From an optimization exercise on the open Yosys and OpenROAD flow, aimed at small area, a short achievable clock period and few clock cycles; shortcuts taken in it are not production practice. In this exercise RTL edits were held to simulation tests only and were not proved equivalent to the original. Power and IR drop assume default switching activity.

Setup of JK:
==> flow/design.v (excerpt) <==
module cpu(clk,reset,s,load,in,out,N,V,Z,w);
input clk, reset, s, load;
input [15:0] in;
output [15:0] out;
output N, V, Z, w;
reg [15:0] ir;
reg [15:0] R [0:7];
reg pending;
always @(posedge clk) begin
  if (load) ir <= in;
  pending <= s & ~load & ~reset;
end
wire [15:0] ins = pending ? ir : in;
wire [2:0] opcode = ins[15:13];
wire [1:0] op = ins[12:11];
wire [2:0] rn = ins[10:8];
wire [2:0] rd = ins[7:5];
wire [1:0] sh = ins[4:3];
wire [2:0] rm = ins[2:0];
wire go = ((s & load) | pending) & ~reset;
wire is_movi = (opcode == 3'b110) & (op == 2'b10);
wire is_mov  = (opcode == 3'b110) & (op == 2'b00);
wire is_alu  = (opcode == 3'b101);
wire is_cmp  = is_alu & (op == 2'b01);
wire is_and  = is_alu & (op == 2'b10);
wire writes_c = is_mov | (is_alu & (op != 2'b01));
wire use_a   = is_alu & (op != 2'b11);    
wire inv     = is_alu & op[0];
reg [15:0] p2, g2;
reg a15_2, inv2, and2, wr2, wc2, cmp2;
reg [2:0] wa2;
reg [15:0] c;
reg [2:0] nvz;
wire [15:0] res, out_n;
wire [2:0] nvz_n;
wire [7:0] busy = {8{wr2}} & (8'd1 << wa2);
wire [7:0] sel_n, sel_m;
wire fwd_n, fwd_m;
Instruction_Decoder dec(.pend(pending), .in_n(in[10:8]), .in_m(in[2:0]),
  .ir_n(ir[10:8]), .ir_m(ir[2:0]), .en_n(1'b1), .en_m(1'b1), .busy(busy),
  .sel_n(sel_n), .sel_m(sel_m), .fwd_n(fwd_n), .fwd_m(fwd_m));
reg [15:0] a, bs;
integer k;
always @(*) begin
  a  = {16{fwd_n}} & res;
  bs = {16{fwd_m}} & res;
  for (k = 0; k < 8; k = k + 1) begin
    a  = a  | ({16{sel_n[k]}} & R[k]);
    bs = bs | ({16{sel_m[k]}} & R[k]);
  end
end
  ...
Size: ~210 flip-flops, about 40 I/O pins, roughly 0.010 mm2 of cells after synthesis.
Settings: LEC_CHECK=0, CAP_MARGIN=20, CORE_MARGIN=2, CORE_UTILIZATION=40, CTS_BUF_LIST=sky130_fd_sc_hd__clkbuf_8, CTS_CLUSTER_DIAMETER=50, CTS_CLUSTER_SIZE=16, SETUP_SLACK_MARGIN=2.1, SLEW_MARGIN=20, SYNTH_HIERARCHICAL=1, TNS_END_PERCENT=0; clock period 5.5 ns.
standard.sh (not shown) runs the stock make flow with config.mk's settings and CLKGATE_MAP_FILE= SYNTH_SCRIPT=/design/flow/synth_recipe.tcl, a recipe that flattens the netlist after the stock synthesis.
==> flow/flow/run.sh <==
#!/bin/bash
# The standard layout, with plain buffers (rather than the delay cells
# buffer_ports picks by default) on the input and output ports.
set -euo pipefail
bash standard.sh BUFFER_PORTS_ARGS="-buffer_cell sky130_fd_sc_hd__buf_2" finish > standard.log 2>&1
The flow did not stop early for JK: all stages ran, and the layout cleared the timing, design-rule and antenna checks.
Testbench counts of JK, summed over its fixed seeds: cycles 24,064.
#### Input delta (MS over JK)
Settings: CTS_BUF_LIST: sky130_fd_sc_hd__clkbuf_8 -> unset; CTS_CLUSTER_SIZE: 16 -> unset; SETUP_SLACK_MARGIN: 2.1 -> 2.5; CTS_CLUSTER_DIAMETER: 50 -> unset.
## What came out
- MS | stages: all done | timing, DRC, antenna: all pass
- Going from JK to MS, setup slack on the worst flop-to-flop path went up by 0.28 ns, highest net fanout along the worst path went up by 1, combinational share of power went up by 0.2 points, met1 demand-to-capacity share in global routing went down by 0.77 points.
- For the layout overhead on the synthesized area, MS came in 7.7 points higher than JK did.
- [compare] base=JK new=MS: number of buffers added by the clock tree synthesis step decreased 8.0%; share of final layout cell area taken by clock buffers and inverters increased 1.1 points.
- Comparing JK and MS, the lower post-CTS setup buffer count is on JK.
- Against JK, MS reports a power per cell area that is higher.
### MS -> AL
Settings: an added CTS_BUF_LIST of sky130_fd_sc_hd__clkbuf_4; an added CTS_CLUSTER_DIAMETER of 40; an added CTS_CLUSTER_SIZE of 10.
Findings:
AL completed end to end with timing, DRC and antenna clean. Reported for MS and AL, number of synthesized register bits turned out identical to the last digit. Relative to MS, number of buffers inserted during clock tree synthesis has increased by 48% in AL. Critical-path maximum fanout ended up 2 lower on AL than on MS. Compared to MS, AL has via count of the first global-routing pass 218 higher. Re number of H-tree branching levels: MS was lower than AL. The clock power share number comes out higher for MS vs AL. Going from MS to AL, met3 wirelength from detailed routing decreased by 4.2% relative to the old numbers, ratio of final minimum period to clock period now larger, hold slack grew by 0.0065 ns.
### AL -> TR
Settings: a change of CTS_BUF_LIST from sky130_fd_sc_hd__clkbuf_4 to sky130_fd_sc_hd__clkbuf_8; a change of CTS_CLUSTER_SIZE from 10 to 16; a change of CTS_CLUSTER_DIAMETER from 40 to 50.
==> comparison <==
Relative to AL, power share of the clock group increased by 0.5 points in TR.
TR and AL ended up with nearly the same worst hold-check slack.
Peak supply drop deteriorates in TR relative to AL.
Between TR and AL, the sequential cell fraction of total power is higher for AL.
TR ended with less global-route usage than AL.
In the tables for TR and AL, post-layout instance count excluding filler cells reads higher with AL.
Layout inverter count without the clock tree: TR vs AL, no meaningful difference

==> re-timing with driven ports <==
How much do the figures lean on ideal ports? The routed layouts below were timed once more, with nothing changed but the port constraints.
Step 1: set_driving_cell puts a clkbuf_16 on clk and a buf_2 on each other input, an assumption about the parent block.
Step 2 also shifts input and output timing later by t, the mid clock arrival at the registers, as if the neighbouring blocks saw the same clock.
a / b / c = ideal / step 1 / step 2; a / b = the first two.
run	t, ns	setup WS [ns]	worst hold slack (ns)	clock arrival spread, ns	worst data-port slew with drivers (ns)
JK	0.597	2.119 / 2.075 / 1.628	0.472 / 0.472 / 0.472	0.021 / 0.021	0.04
MS	0.556	2.362 / 2.354 / 1.814	0.461 / 0.461 / 0.461	0.015 / 0.015	0.05
AL	0.678	2.260 / 2.218 / 1.659	0.468 / 0.468 / 0.468	0.063 / 0.062	0.03
TR	0.603	2.310 / 2.267 / 1.767	0.465 / 0.465 / 0.465	0.021 / 0.020	0.04
After both steps every run listed still meets setup and hold. The setup slack of AL, which loses most, moves by -0.042 ns with the drivers and by -0.601 ns with both steps.
